What follows belongs to an exercise in optimizing a design on an open flow for small area, a short achievable clock period and few clock cycles per item; a production flow would make more cautious choices.
In this exercise RTL edits were held to simulation tests only and were not proved equivalent to the original.

===== config.mk =====
export PLATFORM = sky130hd
export DESIGN_NAME = gcd
export DESIGN_NICKNAME = gcd
export VERILOG_FILES = /design/flow/design.v
export SDC_FILE = /design/flow/constraint.sdc
export NUM_CORES = 4
export LEC_CHECK = 0
export CAP_MARGIN = 20
export CORE_MARGIN = 2
export CORE_UTILIZATION = 65
export CTS_BUF_LIST = sky130_fd_sc_hd__clkbuf_8
export PLACE_DENSITY = 0.75
export SLEW_MARGIN = 20

===== design.v =====
module gcd(
      input [31:0]      a_in,
      input [31:0]      b_in,
      input             start,
      input             reset_n,
      input             clk,
      output [31:0]     result,
      output            done
      );
      reg [31:0] a, b;
      reg        busy;       
      wire [31:0] x  = a ^ b;
      wire [31:0] n  = a & b;
      wire [31:0] t  = ~x;             
      wire [31:0] gg = a & x;          
      reg  [31:0] G, P;                
      integer lv, i;
      always @* begin
            G = gg;
            P = t;
            for (lv = 0; lv < 5; lv = lv + 1)
                  for (i = 0; i < 32; i = i + 1)
                        if (i[lv]) begin
                              G[i] = G[i] | (P[i] & G[((i >> lv) << lv) - 1]);
                              P[i] = P[i] & P[((i >> lv) << lv) - 1];
                        end
      end
      wire [32:0] c0 = {G, 1'b0};         
      wire [32:0] c1 = {G | P, 1'b1};     
      wire [31:0] dab = t ^ c1[31:0];     
      wire [31:0] dba = ~(t ^ c0[31:0]);  
      wire a_gt = c0[32];                 
      wire b_gt = ~c1[32];                
      wire eq = &t;
      assign done = busy & (eq | ~|a | ~|b);
      assign result = a | b;
      wire [31:0] u = x | n;           
      reg  [31:0] below;                
      always @* begin
            below = {u[30:0], 1'b0};
            for (lv = 0; lv < 5; lv = lv + 1)
                  for (i = 0; i < 32; i = i + 1)
                        if (i[lv])
                              below[i] = below[i] | below[((i >> lv) << lv) - 1];
      end
      wire [31:0] lo = ~below;         
      wire ak = |(a & lo);                           
      wire bk = |(b & lo);                           
      wire x1 = |({1'b0, x[31:1]} & lo);             
      wire x2 = |({2'b0, x[31:2]} & lo);             
      wire sub = ak & bk;
      wire a_step = ~ak | (bk & a_gt);
      wire b_step = ~bk | (ak & b_gt);
      wire [1:0] sh = x1 ? 2'd0 : x2 ? 2'd1 : 2'd2;   
      reg [31:0] a_nx, b_nx;
      always @* begin
            if (!sub)
                  a_nx = {1'b0, a[31:1]};
            else case (sh)
                  2'd0: a_nx = {1'b0, dab[31:1]};
                  2'd1: a_nx = {2'b0, dab[31:2]};
                  default: a_nx = {3'b0, dab[31:3]};
            endcase
            if (!sub)
                  b_nx = {1'b0, b[31:1]};
            else case (sh)
                  2'd0: b_nx = {1'b0, dba[31:1]};
                  2'd1: b_nx = {2'b0, dba[31:2]};
                  default: b_nx = {3'b0, dba[31:3]};
            endcase
      end
      always @(posedge clk, negedge reset_n) begin
            if (!reset_n)
                  busy <= 1'b0;
            else if (start)
                  busy <= 1'b1;
      end
      always @(posedge clk) begin
            if (start) begin
                  a <= a_in;
                  b <= b_in;
            end
            else begin
                  if (a_step) a <= a_nx;
                  if (b_step) b <= b_nx;
            end
      end
endmodule

===== standard.sh =====
#!/bin/bash
# synth_recipe.tcl (not shown) runs the flow's synth.tcl, then flattens the netlist and writes it again
# the make line also repeats each setting of config.mk as NAME=value (left out here)
make -C /OpenROAD-flow-scripts/flow DESIGN_CONFIG=/design/flow/config.mk WORK_HOME=/design/flow/orfs CLKGATE_MAP_FILE= SYNTH_SCRIPT=/design/flow/synth_recipe.tcl "${@:-finish}"

===== flow/abc_speed.script =====
&get -n
&st
&dch
&nf -R 1000
&put
buffer -c
topo
stime -c
upsize -c
dnsize -c

===== constraint.sdc =====
create_clock -name core_clock -period 4.0 [get_ports {clk}]
set_input_delay 0.8000 -clock core_clock [delete_from_list [all_inputs] [get_ports {clk}]]
set_output_delay 0.8000 -clock core_clock [all_outputs]
set_load 0.01 [all_outputs]

===== flow/run.sh =====
#!/bin/bash
set -e
cp standard.sh standard_sh.log
rm -rf scripts
cp -r "$FLOW_HOME/scripts" scripts
cp flow/abc_speed.script scripts/abc_speed.script
export BUFFER_PORTS_ARGS="-buffer_cell sky130_fd_sc_hd__buf_1"
bash standard.sh SCRIPTS_DIR="$PWD/scripts" finish > standard.log 2>&1

==> results of run 1 <==
## how the worst max path moves through the flow
stage	from	endpoint	slack [ns]	cells after the start
4_1_cts	a[7]	done	0.003	10
3_5_place_dp	b[0]	a[13]	0.14	18
3_3_place_gp	b[2]	a[23]	0.16	15
5_1_grt	b[10]	done	-0.005	10
6_report	a[7]	done	0.11	10
2_1_floorplan	a[1]	b[0]	0.006	16
## placed cells by master (no fill, tap or decap), types with 6 or more instances in the layout
master,count
buf_4,73
buf_1,98
a221o_1,6
o221ai_1,10
edfxtp_1,64
nor2_1,53
nand2_1,100
clkbuf_8,9
nor4_1,20
xor2_1,35
and2_1,7
and3_1,8
a21oi_1,34
a22oi_1,15
nand4_1,12
a221oi_1,8
o22ai_1,84
mux2i_1,13
ha_1,44
o21ai_1,82
o21ai_0,47
inv_1,107
buf_12,7
xnor2_1,21
a32oi_1,12
nand3_1,19
o2111ai_1,6
o31ai_1,10
nor3_1,12
## synth_stat cells, drive strengths merged (3+ instances only)
| cell | n |
|---|---|
| a31oi | 5 |
| clkbuf | 45 |
| a32oi | 12 |
| and2 | 8 |
| a221oi | 11 |
| nand3 | 21 |
| o22ai | 84 |
| inv | 113 |
| a22o | 3 |
| o31ai | 11 |
| o21ai | 129 |
| o221ai | 10 |
| buf | 38 |
| a221o | 6 |
| o211ai | 4 |
| a22oi | 15 |
| or2 | 3 |
| mux2i | 14 |
| xor2 | 35 |
| nor3 | 16 |
| o2111ai | 6 |
| a222oi | 3 |
| nand4 | 12 |
| and3 | 9 |
| nand2 | 102 |
| nor4 | 27 |
| a21oi | 35 |
| edfxtp | 64 |
| nor2b | 4 |
| nor2 | 53 |
| xnor2 | 21 |
| ha | 49 |
## per-layer routing
| layer | wire, um | share of wire [%] | global-route usage (%) |
|---|---|---|---|
| met3 | 3916 | 14 | 9.395 |
| met2 | 12250 | 44 | 66.47 |
| met1 | 10650 | 38 | 59.57 |
| met5 | 0 | 0 | 0 |
| met4 | 1120 | 4.0 | 17.64 |
## kinds of logic after synthesis
family,count (synthesis)
XOR/XNOR,56
AND/OR/NAND/NOR,265
adder cells (fa/ha/maj),49
AO/OA/AOI/OAI,347
flip-flops,65
multiplexers,16
buffers and inverters,196
## timing repair
| item | in CTS | in global routing |
|---|---|---|
| buffers inserted | 1 | 12 |
| pin swaps | 1 | 7 |
| hold endpoints to repair | 0 | 0 |
| resized for setup | 3 | 16 |
| setup endpoints to repair | 1 | 71 |
| gates cloned | 0 | 1 |
## state kept, by name (all words and copies together) (netlist names)
name / cells
b: 32
busy: 1
a: 32
## final cells by class
| class | instances | area (sq um) | share of cell area, % |
|---|---|---|---|
| inverter | 113 | 429.2 | 4.818 |
| sequential | 65 | 1947 | 21.86 |
| tap | 143 | 178.9 | 2.009 |
| multi-input combinational | 734 | 4970 | 55.79 |
| timing repair buffer | 183 | 1125 | 12.63 |
| clock inverter | 7 | 133.9 | 1.503 |
| clock buffer | 9 | 123.9 | 1.391 |
==> metrics.md, run 1 <==
| Metric | Value |
|---|---|
| Top delay family on crit path | `simple AND/OR/NAND/NOR gates` |
| Post-Synth Adder-Cell Area | `8.063%` |
| Clock Path Buffers | `2` |
| Max Fclk | `0.2568 GHz` |
| Relative slew slack | `26.01%` |
| Slew @ Worst Pin | `1.100 ns` |
| Tmin final | `3.895 ns` |
| Post-synth EDFFs | `64` |
| Cts bufs inserted | `9` |
| DR iter-0 viols | `1510` |
| Gr usage total | `43.26%` |
| CP endpoint kind | `primary output` |
| Grt ovf | `0` |
| Seq/Total Area, Yosys | `25.60%` |
| Main synth FF type | `edfxtp_1` |
| Worst setup path class | `register to primary output` |
| Syn avg cell area | `7.649 sq um` |
| DIE AREA | `12580 sq um` |
| Pin count of the biggest net entering global routing | `69` |
| Gp weighted congestion | `1.088` |
| Cells after Synth | `994` |
| Port bufs | `99` |
| Starting Density | `66.59%` |
| Drt drc | `0` |
| Crit path max fanout | `13` |
| Core Util, Final | `78.01%` |
| Initial antenna violation count | `0` |
| Final worst setup slack | `0.1054 ns` |
| FP Rows | `39` |
| Clock Tree Root | `clkbuf_8` |
| Launching point of the worst reg2reg path | `b[0]` |
| Synth Area in XOR/XNOR | `6.451%` |
| Reg-to-reg slack, setup | `0.12 ns` |
| First-pass GRT wire length | `42850 um` |
| FF-to-FF path depth | `17` |
| Vias/cell | `6.899` |
| Fillcell total | `842` |
| Vias in the first global route | `8122` |
| First-pass iteration count of the detailed router | `9` |
| Sink Count | `65` |
| Status | `complete, no violations` |
| H-tree levels | `3` |
| CTS tree | `built` |
| Max-cap violations | `0` |
| Top cells by area, synth | `edfxtp_1 25%, ha_1 8.1%, o22ai_1 6.9%` |
| Number of hold buffers added after cts | `0` |
| Final wirelength | `27940 um` |
| Top-area cell type share of the netlist area | `25.28%` |
| Antenna-violating nets left | `0` |
| Synth area leader | `edfxtp_1` |
| Fin Setup TNS | `0 ns` |
| Synth Area in Simple Gates | `17.66%` |
| Synth Register Bits | `65` |
| Worst skew pair latency | `0.38 ns` |
| Slowest stage delay, CP | `0.46 ns` |
| Critical path, cell by cell | `inv_1 > ha_1 > nor4_4 > nand2_2 > or3_1 > nor2_1 > buf_6 > and3_1 > o31a_1 > buf_1` |
| IO Pins | `100` |
| Synth Net Count | `1110` |
| Vias | `8651` |
| Clock skew | `0.01318 ns` |
| Clk pin slew, worst setup/hold paths | `0.08 ns` |
| Fin crit share | `97.37%` |
| Die X | `112.2 um` |
| CP Launch Type | `register` |
| Synth warn | `1` |
| Pre-CTS setup slack | `0.1400 ns` |
| Setup violators final | `0` |
| Core ar. | `11420 sq um` |
| Drt wl/cell | `22.28 um` |
| Final slew viol count | `0` |
| Post-Syn Area | `7604 sq um` |
| Hold WS | `0.1797 ns` |
| Synth-to-Final Area Change | `17.15%` |
| Reg2reg end | `b[17]` |
| Placed Area | `8444 sq um` |
| Hpwl dp | `20720 um` |
| Post-synthesis mux area share | `2.139%` |
| CP max-delay cell | `ha_1` |
| Final Hold Fails | `0` |
| Ant diodes | `0` |
| Total Nets Final | `1222` |
| Worst hold path class | `input port to asynchronous set/reset pin` |
| CP Buf/Inv Count | `3` |
| Final Cell Area | `8907 sq um` |
| Final cell count without fillers | `1254` |
| Share of cells above drive strength 1 | `13.05%` |
| Post-synthesis compound-gate area fraction | `29.03%` |
| Die H | `112.2 um` |
| DP Cell Count | `1224` |
| Distinct cells, synth | `70` |
| CP required | `3.20 ns` |
| Largest family of logic cells by synthesized area | `compound AO/OA/AOI/OAI gates` |
| Worst Path Arrival | `3.09 ns` |
| Post-synthesis async set-or-reset flop share | `1.538%` |
Testbench counts, summed over its fixed seeds: cycles 13,892, items 1,600.
==> inputs of run 2 (changes only) <==
--- a/config.mk
+++ b/config.mk
@@ -11,2 +11,4 @@
 export CTS_BUF_LIST = sky130_fd_sc_hd__clkbuf_8
+export CTS_CLUSTER_DIAMETER = 100
+export CTS_CLUSTER_SIZE = 40
 export PLACE_DENSITY = 0.75
==> run 2 against run 1 <==
Net effect:
- synthesized cell count stayed put
- synthesized area stayed put
- maximum frequency stayed put
- non-clock buffer count stayed put
- clock skew stayed put
- critical path depth stayed put
- first-iteration DRC count stayed put
==> metrics.md, run 2 <==
| Metric | Value |
|---|---|
| Status | `complete, no violations (unchanged)` |
| Syn avg cell area | `7.649 sq um (unchanged)` |
| Worst skew pair latency | `0.38 ns (about the same)` |
| DIE AREA | `12580 sq um (unchanged)` |
| Reg2reg end | `b[17] (unchanged)` |
| Final cell count without fillers | `1254 (unchanged)` |
| Fin crit share | `97.37% (unchanged)` |
| Ant diodes | `0 (unchanged)` |
| Clock Path Buffers | `2 (unchanged)` |
| Grt ovf | `0 (unchanged)` |
| CP Buf/Inv Count | `3 (unchanged)` |
| Synth Register Bits | `65 (unchanged)` |
| Vias in the first global route | `8122 (unchanged)` |
| Worst Path Arrival | `3.09 ns (about the same)` |
| Final wirelength | `27940 um (unchanged)` |
| Hpwl dp | `20720 um (unchanged)` |
| DR iter-0 viols | `1510 (unchanged)` |
| CP max-delay cell | `ha_1 (unchanged)` |
| Crit path max fanout | `13 (unchanged)` |
| Die H | `112.2 um (unchanged)` |
| Top-area cell type share of the netlist area | `25.28% (unchanged)` |
| Critical path, cell by cell | `inv_1 > ha_1 > nor4_4 > nand2_2 > or3_1 > nor2_1 > buf_6 > and3_1 > o31a_1 > buf_1 (unchanged)` |
| Sink Count | `65 (unchanged)` |
| Final Hold Fails | `0 (unchanged)` |
| Slowest stage delay, CP | `0.46 ns (about the same)` |
| Clock skew | `0.01318 ns (unchanged)` |
| Cells after Synth | `994 (unchanged)` |
| Worst setup path class | `register to primary output (unchanged)` |
| Pre-CTS setup slack | `0.1400 ns (unchanged)` |
| Pin count of the biggest net entering global routing | `69 (unchanged)` |
| First-pass iteration count of the detailed router | `9 (unchanged)` |
| Clock Tree Root | `clkbuf_8 (unchanged)` |
| Port bufs | `99 (unchanged)` |
| Hold WS | `0.1797 ns (unchanged)` |
| Drt drc | `0 (unchanged)` |
| Worst hold path class | `input port to asynchronous set/reset pin (unchanged)` |
| Vias/cell | `6.899 (unchanged)` |
| Synth-to-Final Area Change | `17.15% (unchanged)` |
| Drt wl/cell | `22.28 um (unchanged)` |
| Core ar. | `11420 sq um (unchanged)` |
| First-pass GRT wire length | `42850 um (unchanged)` |
| Synth warn | `1 (unchanged)` |
| DP Cell Count | `1224 (unchanged)` |
| Commonest non-fill, non-tap cell in the layout | `inv_1 (unchanged)` |
| Number of hold buffers added after cts | `0 (unchanged)` |
| CP required | `3.20 ns (about the same)` |
| CTS tree | `built (unchanged)` |
| Seq/Total Area, Yosys | `25.60% (unchanged)` |
| Critical Path Source | `a[7] (unchanged)` |
| Post-synth EDFFs | `64 (unchanged)` |
| Synth Net Count | `1110 (unchanged)` |
| H-tree levels | `3 (unchanged)` |
| Main synth FF type | `edfxtp_1 (unchanged)` |
| Reg-to-reg slack, setup | `0.12 ns (about the same)` |
| Top delay family on crit path | `simple AND/OR/NAND/NOR gates (unchanged)` |
| FP Rows | `39 (unchanged)` |
| Fin Setup TNS | `0 ns (unchanged)` |
| Max-cap violations | `0 (unchanged)` |
| CP endpoint | `done (unchanged)` |
| Most frequent cell after synthesis | `inv_1 (unchanged)` |
| Antenna-violating nets left | `0 (unchanged)` |
| Starting Density | `66.59% (unchanged)` |
| Cts bufs inserted | `9 (unchanged)` |
| Total Nets Final | `1222 (unchanged)` |
| Placed Area | `8444 sq um (unchanged)` |
| Final worst setup slack | `0.1054 ns (unchanged)` |
| IO Pins | `100 (unchanged)` |
| Launching point of the worst reg2reg path | `b[0] (unchanged)` |
| Core Util, Final | `78.01% (unchanged)` |
| CP Launch Type | `register (unchanged)` |
| Post-synthesis async set-or-reset flop share | `1.538% (unchanged)` |
| Biggest regs | `a: 32 flops, b: 32 flops, busy: 1 flops (unchanged)` |
| Gp weighted congestion | `1.088 (unchanged)` |
| Instance count on the critical path | `10 (unchanged)` |
| Synth top cells by count | `110 x inv_1, 101 x nand2_1, 84 x o22ai_1, 82 x o21ai_1, 64 x edfxtp_1 (unchanged)` |
| FF-to-FF path depth | `17 (unchanged)` |
| Most frequent cells in the layout | `107 x inv_1, 100 x nand2_1, 98 x buf_1 (unchanged)` |
| CP endpoint kind | `primary output (unchanged)` |
| Vias | `8651 (unchanged)` |
| Tmin final | `3.895 ns (unchanged)` |
| Top cells by area, synth | `edfxtp_1 25%, ha_1 8.1%, o22ai_1 6.9% (unchanged)` |
| Max Fclk | `0.2568 GHz (unchanged)` |
| Gr usage total | `43.26% (unchanged)` |
| Post-Syn Area | `7604 sq um (unchanged)` |
| Distinct cells, synth | `70 (unchanged)` |
| Final slew viol count | `0 (unchanged)` |
| Setup violators final | `0 (unchanged)` |
| Slew @ Worst Pin | `1.100 ns (unchanged)` |
| Relative slew slack | `26.01% (unchanged)` |
| Share of cells above drive strength 1 | `13.05% (unchanged)` |
| Clk pin slew, worst setup/hold paths | `0.08 ns (about the same)` |
| Final Cell Area | `8907 sq um (unchanged)` |
| Initial antenna violation count | `0 (unchanged)` |
| Synth area leader | `edfxtp_1 (unchanged)` |
| Die X | `112.2 um (unchanged)` |
-- run 2: cells by family after synthesis --
| kind of cell | Yosys count | synth area share (%) |
|---|---|---|
| buffers and inverters | 196 | 11.06 |
| XOR/XNOR | 56 | 6.451 |
| adder cells (fa/ha/maj) | 49 | 8.063 |
| AO/OA/AOI/OAI | 347 | 29.03 |
| flip-flops | 65 | 25.60 |
| multiplexers | 16 | 2.139 |
| AND/OR/NAND/NOR | 265 | 17.66 |
-- run 2: per-layer routing --
metal / wire length (um) / track usage, % / part of all wire, % / vias to the layer above
met2: 12250 / 66.47 / 44 / 738
met4: 1120 / 17.64 / 4.0 / 0
met1: 10650 / 59.57 / 38 / 3925
li1: - / - / - / 3880
met3: 3916 / 9.395 / 14 / 108
met5: 0 / 0 / 0 / -
-- run 2: final cells by class --
class                   instances  area [sq um]
inverters                     113         429.2
repair buffers                183          1125
flip-flops and latches         65          1947
clock buffers                   9         123.9
multi-input cells             734          4970
clock inverters                 7         133.9
fillers                       842          2511
well taps                     143         178.9
-- run 2: timing repair --
item / CTS / global route
gates cloned: 0 / 1
pin swaps: 1 / 7
setup endpoints to repair: 1 / 71
buffers inserted: 1 / 12
resized for setup: 3 / 16
-- run 2: how the worst min path moves through the flow --
stage,to,cells after the start,start,slack (ns)
finish,busy,1,reset_n,0.18
global placement,busy,1,busy,0.48
global route,busy,1,reset_n,0.18
detailed placement,busy,1,busy,0.51
floorplan,busy,1,busy,0.44
CTS,busy,1,reset_n,0.18
==> inputs of run 3 (changes only) <==
--- a/design.v
+++ b/design.v
@@ -9,3 +9,5 @@
       );
-      reg [31:0] a, b;
+      reg [31:0] na, nb;     
+      wire [31:0] a = ~na;
+      wire [31:0] b = ~nb;
       reg        busy;       
@@ -79,8 +81,8 @@
             if (start) begin
-                  a <= a_in;
-                  b <= b_in;
+                  na <= ~a_in;
+                  nb <= ~b_in;
             end
             else begin
-                  if (a_step) a <= a_nx;
-                  if (b_step) b <= b_nx;
+                  if (a_step) na <= ~a_nx;
+                  if (b_step) nb <= ~b_nx;
             end
--- a/config.mk
+++ b/config.mk
@@ -11,5 +11,4 @@
 export CTS_BUF_LIST = sky130_fd_sc_hd__clkbuf_8
-export CTS_CLUSTER_DIAMETER = 100
-export CTS_CLUSTER_SIZE = 40
 export PLACE_DENSITY = 0.75
+export SETUP_SLACK_MARGIN = 0.05
 export SLEW_MARGIN = 20
==> run 3 against run 2 <==
Net effect:
- synthesized cell count decreased by 6.1%
- critical path type unchanged
- register-to-register slack is essentially flat
- synthesized area fell by 1.1%
- still clean on timing, DRC and antenna
- flip-flop and latch count stayed put
==> metrics.md, run 3 <==
| Metric | Value |
|---|---|
| FP Rows | `39 (unchanged)` |
| Share of cells above drive strength 1 | `14.04% (was 13.05%)` |
| Slew @ Worst Pin | `0.6610 ns (was 1.100 ns)` |
| Commonest non-fill, non-tap cell in the layout | `buf_1 (was inv_1)` |
| Ant diodes | `0 (unchanged)` |
| DR iter-0 viols | `1227 (was 1510)` |
| Core ar. | `11370 sq um (was 11420 sq um)` |
| Post-Syn Area | `7517 sq um (was 7604 sq um)` |
| Fillcell total | `852 (was 842)` |
| Main synth FF type | `edfxtp_1 (unchanged)` |
| Final Hold Fails | `0 (unchanged)` |
| Port bufs | `99 (unchanged)` |
| Synth Register Bits | `65 (unchanged)` |
| CP Launch Type | `register (unchanged)` |
| Cts bufs inserted | `9 (unchanged)` |
| Clock skew | `0.009800 ns (was 0.01318 ns)` |
| CP required | `3.20 ns (about the same)` |
| First-pass GRT wire length | `41460 um (was 42850 um)` |
| Grt ovf | `0 (unchanged)` |
| Number of hold buffers added after cts | `0 (unchanged)` |
| Max-cap violations | `0 (unchanged)` |
| Synth warn | `1 (unchanged)` |
| Worst skew pair latency | `0.38 ns (about the same)` |
| GR peak layer | `met2 (unchanged)` |
| Hold WS | `0.1741 ns (was 0.1797 ns)` |
| Vias | `8546 (was 8651)` |
| Seq/Total Area, Yosys | `25.90% (was 25.60%)` |
| Biggest regs | `na: 32 flops, nb: 32 flops, busy: 1 flops (was a: 32 flops, b: 32 flops, busy: 1 flops)` |
| Gp weighted congestion | `1.049 (was 1.088)` |
| Slowest stage delay, CP | `0.47 ns (was 0.46 ns)` |
| Initial antenna violation count | `1 (was 0)` |
| Vias/cell | `7.224 (was 6.899)` |
| Max Fclk | `0.2554 GHz (was 0.2568 GHz)` |
| Worst Path Arrival | `3.11 ns (was 3.09 ns)` |
| Gr usage total | `42.09% (was 43.26%)` |
| Tmin final | `3.915 ns (was 3.895 ns)` |
| Post-synth EDFFs | `64 (unchanged)` |
| Final wirelength | `27830 um (was 27940 um)` |
| Total Nets Final | `1152 (was 1222)` |
| Launching point of the worst reg2reg path | `na[0] (was b[0])` |
| Sink Count | `65 (unchanged)` |
| Distinct cells, synth | `75 (was 70)` |
| DIE AREA | `12440 sq um (was 12580 sq um)` |
| Most frequent cells in the layout | `99 x buf_1, 87 x o22ai_1, 86 x nand2_1 (was 107 x inv_1, 100 x nand2_1, 98 x buf_1)` |
| Critical path, cell by cell | `inv_1 > ha_2 > nand2b_1 > nor2_1 > and3_1 > and3_2 > nand2_1 > or3_1 > a21boi_1 > buf_1 (was inv_1 > ha_1 > nor4_4 > nand2_2 > or3_1 > nor2_1 > buf_6 > and3_1 > o31a_1 > buf_1)` |
| Synth-to-Final Area Change | `14.00% (was 17.15%)` |
| Clock Path Buffers | `2 (unchanged)` |
| GR Layer Usage met2 | `66.83% (was 66.47%)` |
| Setup violators final | `0 (unchanged)` |
| Status | `complete, no violations (unchanged)` |
| RSZ-0062 raised after global routing | `true` |
| Placed Area | `8118 sq um (was 8444 sq um)` |
| H-tree levels | `3 (unchanged)` |
| CP endpoint kind | `primary output (unchanged)` |
| Grt met1 use | `55.29% (was 59.57%)` |
| Starting Density | `66.12% (was 66.59%)` |
| Worst setup path class | `register to primary output (unchanged)` |
| Top delay family on crit path | `simple AND/OR/NAND/NOR gates (unchanged)` |
| Die X | `111.5 um (was 112.2 um)` |
| CTS tree | `built (unchanged)` |
| Worst hold path class | `input port to asynchronous set/reset pin (unchanged)` |
| Vias in the first global route | `7997 (was 8122)` |
| Drt wl/cell | `23.52 um (was 22.28 um)` |
| Top-area cell type share of the netlist area | `25.57% (was 25.28%)` |
| Synth Net Count | `1049 (was 1110)` |
| Syn avg cell area | `8.057 sq um (was 7.649 sq um)` |
| Die H | `111.5 um (was 112.2 um)` |
| Synth area leader | `edfxtp_1 (unchanged)` |
| Reg2reg end | `na[17] (was b[17])` |
| Met3 Use GR | `8.274% (was 9.395%)` |
| Drt drc | `0 (unchanged)` |
| Synth top cells by count | `87 x nand2_1, 87 x o22ai_1, 64 x edfxtp_1, 58 x o21ai_1, 56 x o21ai_0 (was 110 x inv_1, 101 x nand2_1, 84 x o22ai_1, 82 x o21ai_1, 64 x edfxtp_1)` |
| Crit path max fanout | `7 (was 13)` |
| Fin Setup TNS | `0 ns (unchanged)` |
| CP Buf/Inv Count | `2 (was 3)` |
| Relative slew slack | `55.93% (was 26.01%)` |
| Clock Tree Root | `clkbuf_8 (unchanged)` |
| Top cells by area, synth | `edfxtp_1 26%, ha_1 8.2%, o22ai_1 7.2% (was edfxtp_1 25%, ha_1 8.1%, o22ai_1 6.9%)` |
| Hpwl dp | `19860 um (was 20720 um)` |
| Cells after Synth | `933 (was 994)` |
| Final slew viol count | `0 (unchanged)` |
| Clk pin slew, worst setup/hold paths | `0.08 ns (about the same)` |
| Final Cell Area | `8569 sq um (was 8907 sq um)` |
| FF-to-FF path depth | `18 (was 17)` |
| Post-synthesis async set-or-reset flop share | `1.538% (unchanged)` |
| Reg-to-reg slack, setup | `0.12 ns (about the same)` |
| Fin crit share | `97.87% (was 97.37%)` |
| CP max-delay cell | `edfxtp_1 (was ha_1)` |
| IO Pins | `100 (unchanged)` |
| Antenna-violating nets left | `0 (unchanged)` |
| Pin count of the biggest net entering global routing | `58 (was 69)` |
| First-pass iteration count of the detailed router | `8 (was 9)` |
==> run 3: cell count changes in the layout (fill, tap and decap cells not counted), moves of 14 or more <==
cell      previous run  this run
o211ai_1             4        18
o21ai_1             82        60
inv_1              107        53
buf_4               73        55
nand2_1            100        86
xor2_1              35        16
==> run 3: area by class of cell <==
cell class	instances	area, sq um	area share (%)
clock buffer	9	123.9	1.445
clock inverter	6	51.30	0.5986
inverter	60	227.7	2.657
multi-input combinational	740	5136	59.94
sequential	65	1947	22.72
tap	143	178.9	2.088
timing repair buffer	160	904.6	10.56
==> run 3: what timing repair did <==
action,4_1_cts,5_1_grt
resized for setup,3,22
setup endpoints to repair,1,60
endpoints found under the hold margin,0,0
cloned,0,2
pin swaps,0,7
buffers inserted,5,18
==> run 3: how the worst max path moves through the flow <==
stage	start	end	slack (ns)	cells after the start
after floorplan	nb[2]	nb[0]	-0.23	13
after global placement	na[16]	nb[6]	0.17	18
after detailed placement	na[16]	nb[6]	0.13	18
after CTS	nb[18]	done	0.07	8
after global routing	nb[1]	na[27]	0.02	15
final	na[8]	done	0.09	10
==> run 3: cell families (layout without fill, tap and decap cells) <==
group / after synthesis / in the layout / share of synthesized area (%)
AOI/OAI and AO/OA: 352 / 352 / 29.41
and+or+nand+nor: 259 / 261 / 18.28
buffers and inverters: 130 / 235 / 8.672
DFF: 65 / 65 / 25.90
xor gates and xnor gates: 50 / 50 / 5.826
adders and majority gates: 49 / 49 / 8.156
muxes: 28 / 28 / 3.762
==> run 3: through the flow <==
step                worst slack, ns  util, %  cells
global route                0.01739    75.37   1183
global placement             0.1749    71.40   1143
finish                      0.08522    75.37   1183
floorplan                   -0.2320        -    933
detailed placement           0.1332    71.40   1143
CTS                         0.06654    73.34   1163
==> run 3: metal layers <==
metal  wire length (um)  share of wire [%]
met3               3712                 13
met5                  0                  0
met4               1489                5.4
met1              10500                 38
met2              12130                 44
Testbench counts of run 3, summed over its fixed seeds: cycles 13,892, items 1,600.
==> inputs of run 4 (changes only) <==
==> flow/abc_speed.script (replaced) <==
&get -n
&st
&dch
&nf -R 1000
&st
&dch
&nf -R 1000
&put
buffer -c
topo
stime -c
upsize -c
dnsize -c
--- a/config.mk
+++ b/config.mk
@@ -12,3 +12,3 @@
 export PLACE_DENSITY = 0.75
-export SETUP_SLACK_MARGIN = 0.05
+export SETUP_SLACK_MARGIN = 0.1
 export SLEW_MARGIN = 20
==> run 4 against run 3 <==
Net effect:
- now fails the layout checks on negative setup slack
- via count is 5.5% higher
- critical path depth grew 4
- utilization increased by 4.4 points
- register-to-register slack gained 0.03 ns
- wire length grew 1.5%
- clock skew up 0.0039 ns
- cell count increased by 1.6%
- die area shrank 2.0%
- sequential share of layout area down 0.41 points
==> metrics.md, run 4 <==
| Metric | Value |
|---|---|
| Status | `finished with violations (was complete, no violations)` |
| Fail Reasons | `negative setup slack` |
| Core ar. | `10940 sq um (was 11370 sq um)` |
| H-tree levels | `3 (unchanged)` |
| Fin crit share | `102.3% (was 97.87%)` |
| Drt drc | `0 (unchanged)` |
| Synth Register Bits | `65 (unchanged)` |
| Reg area | `1947 sq um (unchanged)` |
| Commonest non-fill, non-tap cell in the layout | `buf_1 (unchanged)` |
| Die X | `110.4 um (was 111.5 um)` |
| Worst skew pair latency | `0.37 ns (was 0.38 ns)` |
| FF-to-FF path depth | `13 (was 18)` |
| Distinct cells, synth | `80 (was 75)` |
| Sink Count | `65 (unchanged)` |
| Ant diodes | `0 (unchanged)` |
| Post-synth EDFFs | `64 (unchanged)` |
| Clock skew | `0.01366 ns (was 0.009800 ns)` |
| Synth-to-Final Area Change | `18.60% (was 14.00%)` |
| CP required | `3.20 ns (about the same)` |
| Final wirelength | `28240 um (was 27830 um)` |
| Vias in the first global route | `8177 (was 7997)` |
| CP Launch Type | `register (unchanged)` |
| Top-area cell type share of the netlist area | `26.11% (was 25.57%)` |
| Reg2reg end | `nb[20] (was na[17])` |
| Main synth FF type | `edfxtp_1 (unchanged)` |
| Slew @ Worst Pin | `0.9106 ns (was 0.6610 ns)` |
| CTS tree | `built (unchanged)` |
| Post-synthesis async set-or-reset flop share | `1.538% (unchanged)` |
| FP Rows | `38 (was 39)` |
| Core Util, Final | `79.82% (was 75.37%)` |
| Seq/Total Area, Yosys | `26.45% (was 25.90%)` |
| Fillcell total | `773 (was 852)` |
| Antenna-violating nets left | `0 (unchanged)` |
| Clk pin slew, worst setup/hold paths | `0.08 ns (about the same)` |
| Post-Syn Area | `7360 sq um (was 7517 sq um)` |
| First-pass GRT wire length | `43060 um (was 41460 um)` |
| Reg-to-reg slack, setup | `0.15 ns (was 0.12 ns)` |
| Gp weighted congestion | `1.110 (was 1.049)` |
| Grt ovf | `0 (unchanged)` |
| Cts bufs inserted | `9 (unchanged)` |
| DR iter-0 viols | `1828 (was 1227)` |
| Cells after Synth | `927 (was 933)` |
| Fin Setup TNS | `-0.09060 ns (was 0 ns)` |
| Area occupied by multi-input gates | `5076 sq um (was 5136 sq um)` |
| Top cells by area, synth | `edfxtp_1 26%, ha_1 8.3%, o22ai_1 7.7% (was edfxtp_1 26%, ha_1 8.2%, o22ai_1 7.2%)` |
| Starting Density | `67.30% (was 66.12%)` |
| Biggest regs | `na: 32 flops, nb: 32 flops, busy: 1 flops (unchanged)` |
| Tmin final | `4.091 ns (was 3.915 ns)` |
| Synth top cells by count | `92 x o21ai_0, 90 x o22ai_1, 67 x nand2_1, 64 x edfxtp_1, 62 x inv_1 (was 87 x nand2_1, 87 x o22ai_1, 64 x edfxtp_1, 58 x o21ai_1, 56 x o21ai_0)` |
| RSZ-0062 raised after global routing | `true (unchanged)` |
| Setup violators final | `1 (was 0)` |
| Port bufs | `99 (unchanged)` |
| Vias | `9018 (was 8546)` |
| CP endpoint kind | `primary output (unchanged)` |
| Launching point of the worst reg2reg path | `na[15] (was na[0])` |
| Vias/cell | `7.502 (was 7.224)` |
| Crit path max fanout | `5 (was 7)` |
| Initial antenna violation count | `0 (was 1)` |
| Total Nets Final | `1173 (was 1152)` |
| Most frequent cells in the layout | `98 x buf_1, 89 x o22ai_1, 89 x o21ai_0 (was 99 x buf_1, 87 x o22ai_1, 86 x nand2_1)` |
| Pin count of the biggest net entering global routing | `62 (was 58)` |
| Syn avg cell area | `7.939 sq um (was 8.057 sq um)` |
| Max-cap violations | `0 (unchanged)` |
| Final Hold Fails | `0 (unchanged)` |
| Gr usage total | `43.46% (was 42.09%)` |
| Synth warn | `1 (unchanged)` |
| Worst setup path class | `register to primary output (unchanged)` |
| Die H | `110.4 um (was 111.5 um)` |
| Worst Path Arrival | `3.29 ns (was 3.11 ns)` |
| Share of cells above drive strength 1 | `15.63% (was 14.04%)` |
| Final slew viol count | `0 (unchanged)` |
| First-pass iteration count of the detailed router | `7 (was 8)` |
| Clock Path Buffers | `2 (unchanged)` |
| IO Pins | `100 (unchanged)` |
| Relative slew slack | `39.29% (was 55.93%)` |
| Worst hold path class | `input port to asynchronous set/reset pin (unchanged)` |
| Pre-CTS setup slack | `-0.04703 ns (was 0.1332 ns)` |
| Synth Net Count | `1043 (was 1049)` |
| Clock Tree Root | `clkbuf_8 (unchanged)` |
| DIE AREA | `12190 sq um (was 12440 sq um)` |
| Hpwl dp | `19740 um (was 19860 um)` |
| Drt wl/cell | `23.50 um (was 23.52 um)` |
| Most frequent cell after synthesis | `o21ai_0` |
| Number of hold buffers added after cts | `0 (unchanged)` |
| Final worst setup slack | `-0.09060 ns (was 0.08522 ns)` |
| Max Fclk | `0.2445 GHz (was 0.2554 GHz)` |
| Synth area leader | `edfxtp_1 (unchanged)` |
[run 4: changes by cell type in the layout (fill, tap and decap cells not counted), sizes merged, moves of 13 or more]
cell	change
o211ai	-13
nand2	-18
a211oi	+16
buf	+18
nor2	+15
o221ai	+15
mux2i	-19
[run 4: metrics by stage]
| step | hold WS [ns] | cell area, sq um | cells |
|---|---|---|---|
| global route | 0.1902 | 8728 | 1202 |
| finish | 0.1764 | 8728 | 1202 |
| CTS | 0.1831 | 8461 | 1190 |
| global placement | 0.4462 | 8133 | 1166 |
| detailed placement | 0.4742 | 8160 | 1167 |
| floorplan | 0.4294 | 7363 | 927 |
[run 4: how the worst max path moves through the flow]
stage,startpoint,endpoint,slack (ns),depth (start not counted)
floorplan,na[16],na[0],0.19,14
global placement,na[17],na[17],-0.002,12
detailed placement,na[15],nb[17],-0.05,15
CTS,nb[16],done,0.02,14
global route,na[16],done,-0.21,15
finish,nb[16],done,-0.09,14
[run 4: cell families after synthesis]
kind of cell    Yosys count  share of synthesized area (%)
mux                       8                          1.105
xor+xnor                 37                          4.403
compound gates          379                          33.27
flops                    65                          26.45
buf+inv                 130                          7.667
simple gates            259                          18.77
fa+ha+maj                49                          8.331
[run 4: layout make-up]
cell class | instances | share of cell area [%]
inverters | 67 | 2.881
flip-flops and latches | 65 | 22.31
repair buffers | 178 | 12.61
well taps | 140 | 2.007
multi-input cells | 736 | 58.16
clock inverters | 7 | 0.6164
clock buffers | 9 | 1.419
[run 4: per-layer routing]
| metal | routed length [um] | up-vias | global-route usage [%] | part of all wire, % |
|---|---|---|---|---|
| met5 | 0 | - | 0 | 0 |
| met4 | 1705 | 0 | 20.67 | 6.0 |
| met2 | 11950 | 893 | 65.81 | 42 |
| li1 | - | 3841 | - | - |
| met1 | 10150 | 4083 | 59.01 | 36 |
| met3 | 4447 | 201 | 9.715 | 16 |
[run 4: worst max-delay path, cell delays in order (launching register included)]
cell and delay [ns]:
edfxtp_1 0.41, buf_4 0.17, ha_1 0.29, nor2b_4 0.17, nand2_1 0.10, nor2_4 0.13
nand2_1 0.09, nor2_2 0.17, nand3_2 0.14, nor4_4 0.25, buf_4 0.17, nand2_1 0.08
or3_1 0.41, a21boi_1 0.17, buf_2 0.16
[run 4: repair_timing]
item	4_1_cts	5_1_grt
buffers inserted	5	10
gates cloned	2	2
setup endpoints to repair	46	126
gates resized for setup	12	30
pin swaps	6	10
==> inputs of run 5 (changes only) <==
==> flow/abc_speed.script (replaced) <==
&get -n
&st
&dch
&nf -R 1000
&put
buffer -c
topo
stime -c
upsize -c
dnsize -c
==> run 5 against run 4 <==
Net effect:
- the run now finishes clean
- synthesized cell count up 0.65%
- critical path depth up 4
- via count down 5.1%
- utilization down 4.0 points
- count of clock-buffer cells in the layout unchanged
- die area up 2.1%
- synthesized area up 2.1%
- clock skew down 0.0058 ns
==> metrics.md, run 5 <==
| Metric | Value |
|---|---|
| Status | `complete, no violations (was finished with violations)` |
| CP required | `4.11 ns (was 3.20 ns)` |
| Grt ovf | `0 (unchanged)` |
| Antenna-violating nets left | `0 (unchanged)` |
| FP Rows | `39 (was 38)` |
| Synth Register Bits | `65 (unchanged)` |
| Clock Path Buffers | `2 (unchanged)` |
| Synth warn | `1 (unchanged)` |
| Clk pin slew, worst setup/hold paths | `0.07 ns (was 0.08 ns)` |
| Share of cells above drive strength 1 | `14.59% (was 15.63%)` |
| CP Buf/Inv Count | `3 (unchanged)` |
| Max Fclk | `0.2598 GHz (was 0.2445 GHz)` |
| Commonest non-fill, non-tap cell in the layout | `buf_1 (unchanged)` |
| Top delay family on crit path | `simple AND/OR/NAND/NOR gates (unchanged)` |
| Hold WS | `0.1804 ns (was 0.1764 ns)` |
| Worst skew pair latency | `0.37 ns (about the same)` |
| Final Hold Fails | `0 (unchanged)` |
| Final slew viol count | `0 (unchanged)` |
| Post-synthesis async set-or-reset flop share | `1.538% (unchanged)` |
| Drt wl/cell | `23.53 um (was 23.50 um)` |
| Final worst setup slack | `0.1514 ns (was -0.09060 ns)` |
| Clock skew | `0.007884 ns (was 0.01366 ns)` |
| Core ar. | `11370 sq um (was 10940 sq um)` |
| CP Launch Type | `register (unchanged)` |
| Synth top cells by count | `87 x nand2_1, 87 x o22ai_1, 64 x edfxtp_1, 58 x o21ai_1, 56 x o21ai_0 (was 92 x o21ai_0, 90 x o22ai_1, 67 x nand2_1, 64 x edfxtp_1, 62 x inv_1)` |
| IO Pins | `100 (unchanged)` |
| CP endpoint kind | `register (was primary output)` |
| Worst hold path class | `input port to asynchronous set/reset pin (unchanged)` |
| Main synth FF type | `edfxtp_1 (unchanged)` |
| Die H | `111.5 um (was 110.4 um)` |
| Initial antenna violation count | `1 (was 0)` |
| Slowest stage delay, CP | `0.48 ns (was 0.41 ns)` |
| Placed Area | `8118 sq um (was 8160 sq um)` |
| Cts bufs inserted | `9 (unchanged)` |
| Sink Count | `65 (unchanged)` |
| CP max-delay cell | `edfxtp_1 (unchanged)` |
| Die X | `111.5 um (was 110.4 um)` |
| Post-synth EDFFs | `64 (unchanged)` |
| Core Util, Final | `75.77% (was 79.82%)` |
| Synth Net Count | `1049 (was 1043)` |
| CTS tree | `built (unchanged)` |
| Hpwl dp | `19860 um (was 19740 um)` |
| Synth area leader | `edfxtp_1 (unchanged)` |
| DIE AREA | `12440 sq um (was 12190 sq um)` |
| Clock Tree Root | `clkbuf_8 (unchanged)` |
| Seq/Total Area, Yosys | `25.90% (was 26.45%)` |
| Final Cell Area | `8615 sq um (was 8728 sq um)` |
| Syn avg cell area | `8.057 sq um (was 7.939 sq um)` |
| Biggest regs | `na: 32 flops, nb: 32 flops, busy: 1 flops (unchanged)` |
| Post-Syn Area | `7517 sq um (was 7360 sq um)` |
| Pin count of the biggest net entering global routing | `58 (was 62)` |
| Total Nets Final | `1154 (was 1173)` |
| Fillcell total | `852 (was 773)` |
| Vias in the first global route | `8009 (was 8177)` |
| Drt drc | `0 (unchanged)` |
| Slew @ Worst Pin | `0.6772 ns (was 0.9106 ns)` |
| Port bufs | `99 (unchanged)` |
| Tmin final | `3.849 ns (was 4.091 ns)` |
| Crit path max fanout | `16 (was 5)` |
| Pre-CTS setup slack | `0.1332 ns (was -0.04703 ns)` |
| Relative slew slack | `54.85% (was 39.29%)` |
| RSZ-0062 raised after global routing | `true (unchanged)` |
| H-tree levels | `3 (unchanged)` |
| Starting Density | `66.12% (was 67.30%)` |
| Gp weighted congestion | `1.049 (was 1.110)` |
| First-pass GRT wire length | `41570 um (was 43060 um)` |
| Distinct cells, synth | `75 (was 80)` |
| Most frequent cells in the layout | `99 x buf_1, 86 x nand2_1, 85 x o22ai_1 (was 98 x buf_1, 89 x o22ai_1, 89 x o21ai_0)` |
| Synth-to-Final Area Change | `14.60% (was 18.60%)` |
| DR iter-0 viols | `1319 (was 1828)` |
| Ant diodes | `0 (unchanged)` |
| Top cells by area, synth | `edfxtp_1 26%, ha_1 8.2%, o22ai_1 7.2% (was edfxtp_1 26%, ha_1 8.3%, o22ai_1 7.7%)` |
| Max-cap violations | `0 (unchanged)` |
| Fin crit share | `96.21% (was 102.3%)` |
| Worst setup path class | `register to register (was register to primary output)` |
| Cells after Synth | `933 (was 927)` |
| Top-area cell type share of the netlist area | `25.57% (was 26.11%)` |
| Vias/cell | `7.224 (was 7.502)` |
| Worst Path Arrival | `3.96 ns (was 3.29 ns)` |
| First-pass iteration count of the detailed router | `6 (was 7)` |
| Gr usage total | `42.25% (was 43.46%)` |
| Critical path, cell by cell | `ha_2 > inv_2 > nor4_4 > and3_4 > and3_4 > nand4_1 > nor2_4 > buf_4 > nand2b_1 > o221ai_1 > nor4_1 > nand3_1 > and2_4 > inv_2 > a21oi_1 > o211ai_1 > o211ai_1 > o21ai_1 (was buf_4 > ha_1 > nor2b_4 > nand2_1 > nor2_4 > nand2_1 > nor2_2 > nand3_2 > nor4_4 > buf_4 > nand2_1 > or3_1 > a21boi_1 > buf_2)` |
| Vias | `8561 (was 9018)` |
| Final wirelength | `27880 um (was 28240 um)` |
| Setup violators final | `0 (was 1)` |
## run 5: cells by family after synthesis
logic type,Yosys count,synth area share [%]
mux,28,3.762
compound gates,352,29.41
xor+xnor,50,5.826
flops,65,25.90
fa+ha+maj,49,8.156
buf+inv,130,8.672
simple gates,259,18.28
## run 5: final cells by class
type / count / area (sq um) / area share [%]
Clock buffer: 9 / 123.9 / 1.438
Clock inverter: 6 / 51.30 / 0.5955
Inverter: 60 / 227.7 / 2.643
Multi-Input combinational cell: 740 / 5166 / 59.97
Sequential cell: 65 / 1947 / 22.60
Tap cell: 143 / 178.9 / 2.077
Timing Repair Buffer: 162 / 919.6 / 10.68
## run 5: what timing repair did
action                                  CTS  global route
pin swaps                                 0             8
resized for setup                         5            25
gates cloned                              0             2
hold buffers                              0             0
endpoints found under the setup margin    1            83
buffers inserted                          6            19
## run 5: per-layer routing
metal	wire length (um)	track usage, %
met2	12230	67.07
met5	0	0
met4	1530	20.58
met1	10540	55.61
met3	3589	8.220
## run 5: path summary, 6_finish.rpt
check	startpoint	to	slack [ns]	depth (start not counted)
setup / recovery	na[16]	na[17]	0.15	18
hold / removal	reset_n	busy	0.18	1
setup reg to reg	na[16]	na[17]	0.15	18
hold reg to reg	busy	busy	0.48	1
max in group asynchronous	reset_n	busy	3.71	1
min in group core_clock	busy	busy	0.48	1
## run 5: worst reg2reg max path, stage by stage, from the launching register on
cell      delay, ns
edfxtp_1       0.48
ha_2           0.26
inv_2          0.09
nor4_4         0.30
and3_4         0.25
and3_4         0.24
nand4_1        0.20
nor2_4         0.21
buf_4          0.13
nand2b_1       0.07
o221ai_1       0.10
nor4_1         0.09
nand3_1        0.15
and2_4         0.24
inv_2          0.21
a21oi_1        0.20
o211ai_1       0.11
o211ai_1       0.13
o21ai_1        0.12
## run 5: metrics by stage
| stage | setup TNS (ns) | cells |
|---|---|---|
| floorplan | -7.423 | 933 |
| CTS | 0 | 1164 |
| detailed placement | 0 | 1143 |
| global route | 0 | 1185 |
| finish | 0 | 1185 |
| global placement | 0 | 1143 |
==> inputs of run 6 (changes only) <==
==> flow/run.sh (replaced) <==
#!/bin/bash
cp standard.sh standard_sh.log
export BUFFER_PORTS_ARGS="-buffer_cell sky130_fd_sc_hd__buf_1"
bash standard.sh > standard.log 2>&1
--- a/config.mk
+++ b/config.mk
@@ -12,3 +12,2 @@
 export PLACE_DENSITY = 0.75
-export SETUP_SLACK_MARGIN = 0.1
 export SLEW_MARGIN = 20
removed: flow/abc_speed.script
==> run 6 against run 5 <==
Net effect:
- synthesized cell count is 19% higher
- register-to-register slack hardly changed
- via count increased by 17%
- synthesized area up 13%
- non-clock buffer count up 8
- worst hold slack worse by 0.021 ns
- cell count up 18%
- wire length up 16%
- critical endpoint is now done
==> metrics.md, run 6 <==
| Metric | Value |
|---|---|
| Synth-to-Final Area Change | `12.38% (was 14.60%)` |
| RSZ-0062 raised after global routing | `false (was true)` |
| Syn avg cell area | `7.684 sq um (was 8.057 sq um)` |
| Clk pin slew, worst setup/hold paths | `0.09 ns (was 0.07 ns)` |
| DR iter-0 viols | `1639 (was 1319)` |
| Fin Setup TNS | `0 ns (unchanged)` |
| Sink Count | `65 (unchanged)` |
| Clock Path Buffers | `2 (unchanged)` |
| Ant diodes | `0 (unchanged)` |
| CP endpoint kind | `primary output (was register)` |
| Pin count of the biggest net entering global routing | `55 (was 58)` |
| Cells after Synth | `1109 (was 933)` |
| Relative slew slack | `47.60% (was 54.85%)` |
| First-pass GRT wire length | `50640 um (was 41570 um)` |
| Core ar. | `12720 sq um (was 11370 sq um)` |
| Vias/cell | `7.214 (was 7.224)` |
| Clock Tree Root | `clkbuf_8 (unchanged)` |
| Postcts setup bufs | `0 (was 6)` |
| Status | `complete, no violations (unchanged)` |
| Post-synth EDFFs | `64 (unchanged)` |
| Drt wl/cell | `23.29 um (was 23.53 um)` |
| Starting Density | `66.98% (was 66.12%)` |
| FP Rows | `41 (was 39)` |
| Seq/Total Area, Yosys | `22.85% (was 25.90%)` |
| Die X | `118.5 um (was 111.5 um)` |
| CTS tree | `built (unchanged)` |
| Final worst setup slack | `0.1340 ns (was 0.1514 ns)` |
| Gr usage total | `45.84% (was 42.25%)` |
| Synth area leader | `edfxtp_1 (unchanged)` |
| Worst skew pair latency | `0.40 ns (was 0.37 ns)` |
| CP required | `3.20 ns (was 4.11 ns)` |
| Most frequent cell after synthesis | `nand2_1` |
| Top-area cell type share of the netlist area | `22.55% (was 25.57%)` |
| Commonest non-fill, non-tap cell in the layout | `nand2_1 (was buf_1)` |
| Area occupied by multi-input gates | `6017 sq um (was 5166 sq um)` |
| Antenna-violating nets left | `0 (unchanged)` |
| Die H | `118.5 um (was 111.5 um)` |
| IO Pins | `100 (unchanged)` |
| Synth Register Bits | `65 (unchanged)` |
| Top cells by area, synth | `edfxtp_1 23%, ha_1 7.2%, o21ai_0 4.9% (was edfxtp_1 26%, ha_1 8.2%, o22ai_1 7.2%)` |
| Biggest regs | `na: 32 flops, nb: 32 flops, busy: 1 flops (unchanged)` |
| Drt drc | `0 (unchanged)` |
| Vias in the first global route | `9327 (was 8009)` |
| DIE AREA | `14040 sq um (was 12440 sq um)` |
| Synth Net Count | `1225 (was 1049)` |
| Synth top cells by count | `103 x nand2_1, 83 x o21ai_0, 82 x nor2_1, 65 x inv_1, 64 x edfxtp_1 (was 87 x nand2_1, 87 x o22ai_1, 64 x edfxtp_1, 58 x o21ai_1, 56 x o21ai_0)` |
| CP Launch Type | `register (unchanged)` |
| Worst setup path class | `register to primary output (was register to register)` |
| Vias | `10050 (was 8561)` |
| Final slew viol count | `0 (unchanged)` |
| Reg-to-reg slack, setup | `0.15 ns (about the same)` |
| Reg area | `1947 sq um (unchanged)` |
| Post-synthesis async set-or-reset flop share | `1.538% (unchanged)` |
| Cts bufs inserted | `9 (unchanged)` |
| Final Hold Fails | `0 (unchanged)` |
| Synth warn | `1 (unchanged)` |
| Setup violators final | `0 (unchanged)` |
| Clock skew | `0.01244 ns (was 0.007884 ns)` |
| Hpwl dp | `24170 um (was 19860 um)` |
| Pre-CTS setup slack | `0.05729 ns (was 0.1332 ns)` |
| Hold WS | `0.1596 ns (was 0.1804 ns)` |
| Port bufs | `99 (unchanged)` |
| Initial antenna violation count | `0 (was 1)` |
| Distinct cells, synth | `90 (was 75)` |
| Crit path max fanout | `9 (was 16)` |
| Final wirelength | `32440 um (was 27880 um)` |
| Max-cap violations | `0 (unchanged)` |
| Tmin final | `3.866 ns (was 3.849 ns)` |
| Worst hold path class | `input port to asynchronous set/reset pin (unchanged)` |
| H-tree levels | `3 (unchanged)` |
| Total Nets Final | `1332 (was 1154)` |
| Most frequent cells in the layout | `103 x nand2_1, 98 x buf_1, 82 x o21ai_0 (was 99 x buf_1, 86 x nand2_1, 85 x o22ai_1)` |
| Max Fclk | `0.2587 GHz (was 0.2598 GHz)` |
| Fillcell total | `1069 (was 852)` |
| Fin crit share | `96.65% (was 96.21%)` |
| Grt ovf | `0 (unchanged)` |
| Post-Syn Area | `8522 sq um (was 7517 sq um)` |
| Worst Path Arrival | `3.07 ns (was 3.96 ns)` |
| Slew @ Worst Pin | `0.7834 ns (was 0.6772 ns)` |
| Gp weighted congestion | `1.028 (was 1.049)` |
| Share of cells above drive strength 1 | `11.14% (was 14.59%)` |
| Main synth FF type | `edfxtp_1 (unchanged)` |
| First-pass iteration count of the detailed router | `7 (was 6)` |
[run 6: repair_timing]
action	CTS	global route
endpoints found under the hold margin	0	0
hold buffers	0	0
gates resized for setup	0	6
setup endpoints to repair	0	23
[run 6: path summary, 6_finish.rpt]
path | endpoint | cells after the start | start
worst max-delay path | done | 9 | na[17]
worst min-delay path | busy | 1 | reset_n
worst max register to register | nb[16] | 11 | nb[22]
worst min register to register | busy | 1 | busy
max in group asynchronous | busy | 1 | reset_n
min in group core_clock | busy | 1 | busy
[run 6: metal layers]
metal	global-route usage (%)	vias up	wire length (um)	share of wire, %
met4	26.41	0	2056	6.3
met5	0	-	0	0
met3	8.784	183	4531	14
met2	71.64	854	14150	44
li1	-	4430	-	-
met1	59.16	4582	11710	36
[run 6: cell type report]
class                   count  area share (%)
multi-input cells         904           62.83
flip-flops and latches     65           20.33
repair buffers            170           10.19
inverters                  66           2.587
well taps                 172           2.247
clock buffers              11           1.581
clock inverters             5          0.2352
[run 6: cells by family (layout without fill, tap and decap cells)]
group                      after synthesis  count (layout)  synth area share [%]
AOI/OAI and AO/OA                      394             394                 31.51
muxes                                   20              20                 2.511
DFF                                     65              65                 22.85
xor gates and xnor gates                49              49                 5.036
and+or+nand+nor                        392             392                 23.67
adders and majority gates               49              49                 7.194
buffers and inverters                  140             252                 7.238
[run 6: through the flow]
step,utilization [%],area [sq um],instances
2_1_floorplan,-,8526,1109
3_3_place_gp,73.43,9341,1376
3_5_place_dp,73.64,9369,1377
4_1_cts,75.01,9543,1393
5_1_grt,75.28,9577,1393
6_report,75.28,9577,1393
[run 6: worst max-delay path: stages, from the launching register on]
cell	delay [ns]
edfxtp_1	0.51
ha_1	0.39
buf_4	0.20
nor4bb_2	0.34
and3_1	0.26
and2_1	0.20
and3b_1	0.24
nand4b_1	0.16
a21boi_0	0.18
buf_1	0.17
==> inputs of run 7 (changes only) <==
--- a/design.v
+++ b/design.v
@@ -39,15 +39,25 @@
       wire [31:0] u = x | n;           
-      reg  [31:0] below;                
+      reg  [31:0] any, va, vb, v1, v2;
+      integer w;
       always @* begin
-            below = {u[30:0], 1'b0};
-            for (lv = 0; lv < 5; lv = lv + 1)
-                  for (i = 0; i < 32; i = i + 1)
-                        if (i[lv])
-                              below[i] = below[i] | below[((i >> lv) << lv) - 1];
+            any = u;
+            va = a;
+            vb = b;
+            v1 = {1'b0, x[31:1]};
+            v2 = {2'b0, x[31:2]};
+            for (lv = 0; lv < 5; lv = lv + 1) begin
+                  w = 1 << lv;
+                  for (i = 0; i < 32; i = i + 2 * (1 << lv)) begin
+                        va[i] = va[i] | (~any[i] & va[i + w]);
+                        vb[i] = vb[i] | (~any[i] & vb[i + w]);
+                        v1[i] = v1[i] | (~any[i] & v1[i + w]);
+                        v2[i] = v2[i] | (~any[i] & v2[i + w]);
+                        any[i] = any[i] | any[i + w];
+                  end
+            end
       end
-      wire [31:0] lo = ~below;         
-      wire ak = |(a & lo);                           
-      wire bk = |(b & lo);                           
-      wire x1 = |({1'b0, x[31:1]} & lo);             
-      wire x2 = |({2'b0, x[31:2]} & lo);             
+      wire ak = va[0];                 
+      wire bk = vb[0];                 
+      wire x1 = v1[0];                 
+      wire x2 = v2[0];                 
       wire sub = ak & bk;
==> flow/run.sh (replaced) <==
#!/bin/bash
set -e
cp standard.sh standard_sh.log
rm -rf scripts
cp -r "$FLOW_HOME/scripts" scripts
cp flow/abc_speed.script scripts/abc_speed.script
export BUFFER_PORTS_ARGS="-buffer_cell sky130_fd_sc_hd__buf_1"
bash standard.sh SCRIPTS_DIR="$PWD/scripts" finish > standard.log 2>&1
==> flow/abc_speed.script (new file) <==
&get -n
&st
&dch
&nf -R 1000
&put
buffer -c
topo
stime -c
upsize -c
dnsize -c
--- a/config.mk
+++ b/config.mk
@@ -12,2 +12,3 @@
 export PLACE_DENSITY = 0.75
+export SETUP_SLACK_MARGIN = 0.1
 export SLEW_MARGIN = 20
==> run 7 against run 6 <==
Net effect:
- flip-flop and latch count did not move
- largest cell class unchanged
- via count is 20% lower
- register-to-register slack improved by 0.07 ns
- cell count shrank 14%
- critical path type unchanged
- non-clock buffer count shrank 18
==> metrics.md, run 7 <==
| Metric | Value |
|---|---|
| Hpwl dp | `18060 um (was 24170 um)` |
| Most frequent cell after synthesis | `nand2_1 (unchanged)` |
| RSZ-0062 raised after global routing | `true (was false)` |
| Reg area | `1947 sq um (unchanged)` |
| Max-cap violations | `0 (unchanged)` |
| Gp weighted congestion | `1.070 (was 1.028)` |
| CP required | `3.20 ns (about the same)` |
| Clock Path Buffers | `2 (unchanged)` |
| CP endpoint kind | `primary output (unchanged)` |
| IO Pins | `100 (unchanged)` |
| Post-synth EDFFs | `64 (unchanged)` |
| Synth-to-Final Area Change | `12.40% (was 12.38%)` |
| Most frequent cells in the layout | `98 x buf_1, 93 x nand2_1, 73 x mux2i_1 (was 103 x nand2_1, 98 x buf_1, 82 x o21ai_0)` |
| Die X | `113.1 um (was 118.5 um)` |
| Fillcell total | `913 (was 1069)` |
| Initial antenna violation count | `0 (unchanged)` |
| Clock skew | `0.01264 ns (was 0.01244 ns)` |
| Gr usage total | `38.29% (was 45.84%)` |
| Vias/cell | `6.648 (was 7.214)` |
| Starting Density | `67.23% (was 66.98%)` |
| Slew @ Worst Pin | `0.9307 ns (was 0.7834 ns)` |
| Most used cell, CP | `nand2_1` |
| First-pass iteration count of the detailed router | `16 (was 7)` |
| Slowest stage delay, CP | `0.52 ns (was 0.51 ns)` |
| Synth Net Count | `1097 (was 1225)` |
| First-pass GRT wire length | `38740 um (was 50640 um)` |
| Max Fclk | `0.2600 GHz (was 0.2587 GHz)` |
| Top delay family on crit path | `simple AND/OR/NAND/NOR gates (unchanged)` |
| Seq/Total Area, Yosys | `25.15% (was 22.85%)` |
| FP Rows | `39 (was 41)` |
| Setup violators final | `0 (unchanged)` |
| Hold WS | `0.1699 ns (was 0.1596 ns)` |
| Cts bufs inserted | `9 (unchanged)` |
| Synth top cells by count | `93 x nand2_1, 73 x mux2i_1, 71 x ha_1, 69 x inv_1 (was 103 x nand2_1, 83 x o21ai_0, 82 x nor2_1, 65 x inv_1, 64 x edfxtp_1)` |
| Die H | `113.1 um (was 118.5 um)` |
| Area occupied by multi-input gates | `5261 sq um (was 6017 sq um)` |
| Main synth FF type | `edfxtp_1 (unchanged)` |
| Sink Count | `65 (unchanged)` |
| Distinct cells, synth | `67 (was 90)` |
| Worst Path Arrival | `3.05 ns (was 3.07 ns)` |
| CP max-delay cell | `edfxtp_1 (unchanged)` |
| FF-to-FF path depth | `16 (was 11)` |
| Synth warn | `1 (unchanged)` |
| Reg-to-reg slack, setup | `0.22 ns (was 0.15 ns)` |
| Status | `complete, no violations (unchanged)` |
| CTS tree | `built (unchanged)` |
| Antenna-violating nets left | `0 (unchanged)` |
| Tmin final | `3.847 ns (was 3.866 ns)` |
| Launching point of the worst reg2reg path | `na[2] (was nb[22])` |
| Crit path max fanout | `6 (was 9)` |
| Final worst setup slack | `0.1531 ns (was 0.1340 ns)` |
| DR iter-0 viols | `980 (was 1639)` |
| Final cell count without fillers | `1204 (was 1393)` |
| Clk pin slew, worst setup/hold paths | `0.08 ns (was 0.09 ns)` |
| CP Launch Type | `register (unchanged)` |
| Worst hold path class | `input port to asynchronous set/reset pin (unchanged)` |
| Top-area cell type share of the netlist area | `24.82% (was 22.55%)` |
| Syn avg cell area | `8.073 sq um (was 7.684 sq um)` |
| Grt ovf | `0 (unchanged)` |
| Fin Setup TNS | `0 ns (unchanged)` |
| Commonest non-fill, non-tap cell in the layout | `buf_1 (was nand2_1)` |
| Post-Syn Area | `7742 sq um (was 8522 sq um)` |
| Drt drc | `0 (unchanged)` |
| Top cells by area, synth | `edfxtp_1 25%, ha_1 11%, mux2i_1 9.4% (was edfxtp_1 23%, ha_1 7.2%, o21ai_0 4.9%)` |
| DIE AREA | `12800 sq um (was 14040 sq um)` |
| Pre-CTS setup slack | `0.1770 ns (was 0.05729 ns)` |
| Port bufs | `99 (unchanged)` |
| Worst setup path class | `register to primary output (unchanged)` |
| Drt wl/cell | `20.35 um (was 23.29 um)` |
run 7: cell count changes in the layout (fill, tap and decap cells not counted), moves of 32 or more:
cell     previous run  this run
o22ai_1            18        53
nor2_1             81        45
mux2i_1            15        73
o21ai_1             7        39
run 7: kinds of logic (layout without fill, tap and decap cells):
logic type | count (synthesis) | count (layout) | synth area share, %
compound gates | 305 | 305 | 24.03
xor+xnor | 51 | 51 | 5.769
fa+ha+maj | 71 | 71 | 11.47
buf+inv | 138 | 240 | 8.048
flops | 65 | 65 | 25.15
mux | 73 | 73 | 9.438
simple gates | 256 | 256 | 16.10
run 7: final cells by class:
cell class              count  share of cell area (%)
clock inverters             3                  0.4457
repair buffers            152                   9.504
multi-input cells         756                   60.46
flip-flops and latches     65                   22.37
well taps                 143                   2.056
inverters                  72                   3.106
clock buffers              13                   2.056
run 7: repair_timing:
item / CTS / global route
gates resized for setup: 6 / 14
setup buffers: 5 / 10
endpoints found under the hold margin: 0 / 0
setup endpoints to repair: 1 / 105
pin swaps: 2 / 2
run 7: worst max-delay path by stage:
stage,from,endpoint,slack (ns),cells past startpoint
2_1_floorplan,na[16],na[0],0.41,16
3_3_place_gp,na[17],nb[9],0.30,13
3_5_place_dp,na[16],done,0.18,12
4_1_cts,na[1],done,0.13,12
5_1_grt,na[2],na[24],-0.001,16
6_report,nb[0],done,0.15,12
run 7: worst register-to-register path: stages (launching register included):
cell and delay [ns]:
edfxtp_1 0.50, inv_1 0.09, ha_1 0.36, inv_1 0.24
nor3_4 0.08, nor2_2 0.19, nor3_2 0.09, a211oi_4 0.36
o21a_1 0.40, o31ai_4 0.14, nor2_1 0.19, mux2i_1 0.12
xnor2_1 0.17, a22oi_1 0.24, nand3_1 0.12, o21ai_1 0.13
mux2i_1 0.08
run 7: metal layers:
| metal | up-vias | global-route usage [%] | routed length, um |
|---|---|---|---|
| met5 | - | 1.569 | 0 |
| met4 | 0 | 17.64 | 1010 |
| met3 | 113 | 5.035 | 2370 |
| met2 | 512 | 64.07 | 11600 |
| met1 | 3667 | 49.22 | 9516 |
| li1 | 3712 | - | - |
run 7: per-stage QoR:
| stage | cell area [sq um] | utilization (%) |
|---|---|---|
| 2_1_floorplan | 7742 | - |
| 3_3_place_gp | 8290 | 71.99 |
| 3_5_place_dp | 8290 | 71.99 |
| 4_1_cts | 8566 | 74.38 |
| 5_1_grt | 8702 | 75.57 |
| 6_report | 8702 | 75.57 |
Testbench counts of run 7, summed over its fixed seeds: cycles 13,892, items 1,600.

afterwards: timing with drivers on the ports:
Ports are ideal in the flow. The routed layouts listed here were re-timed in OpenROAD. Step 1 sets driving cells, clkbuf_16 on the clock port and buf_2 on the other inputs (assumed; they add their load-dependent delay and slew). Step 2 times the ports against the registers' clock, not the clock port: input delays grow and output delays shrink by t, the midpoint of the rising clock arrivals with the driver on. Slacks: no drivers / after step 1 / after step 2; pairs: no drivers / after step 1.
run	shift t [ns]	setup slack, ns	worst setup path at the end	slew at the worst register clock pin (ns)	worst data-port slew with drivers (ns)
run 1	0.409	0.105 / 0.070 / 0.116	register to register	0.09 / 0.09	0.05
run 2	0.409	0.105 / 0.070 / 0.116	register to register	0.09 / 0.09	0.05
run 3	0.412	0.085 / 0.046 / 0.123	register to register	0.08 / 0.08	0.05
run 4	0.405	-0.091 / -0.131 / 0.149	register to register	0.08 / 0.08	0.04
run 5	0.409	0.151 / 0.119 / 0.151	register to register	0.07 / 0.07	0.05
run 6	0.429	0.134 / 0.096 / 0.148	register to register	0.09 / 0.09	0.04
run 7	0.419	0.153 / 0.113 / 0.223	register to register	0.08 / 0.08	0.04
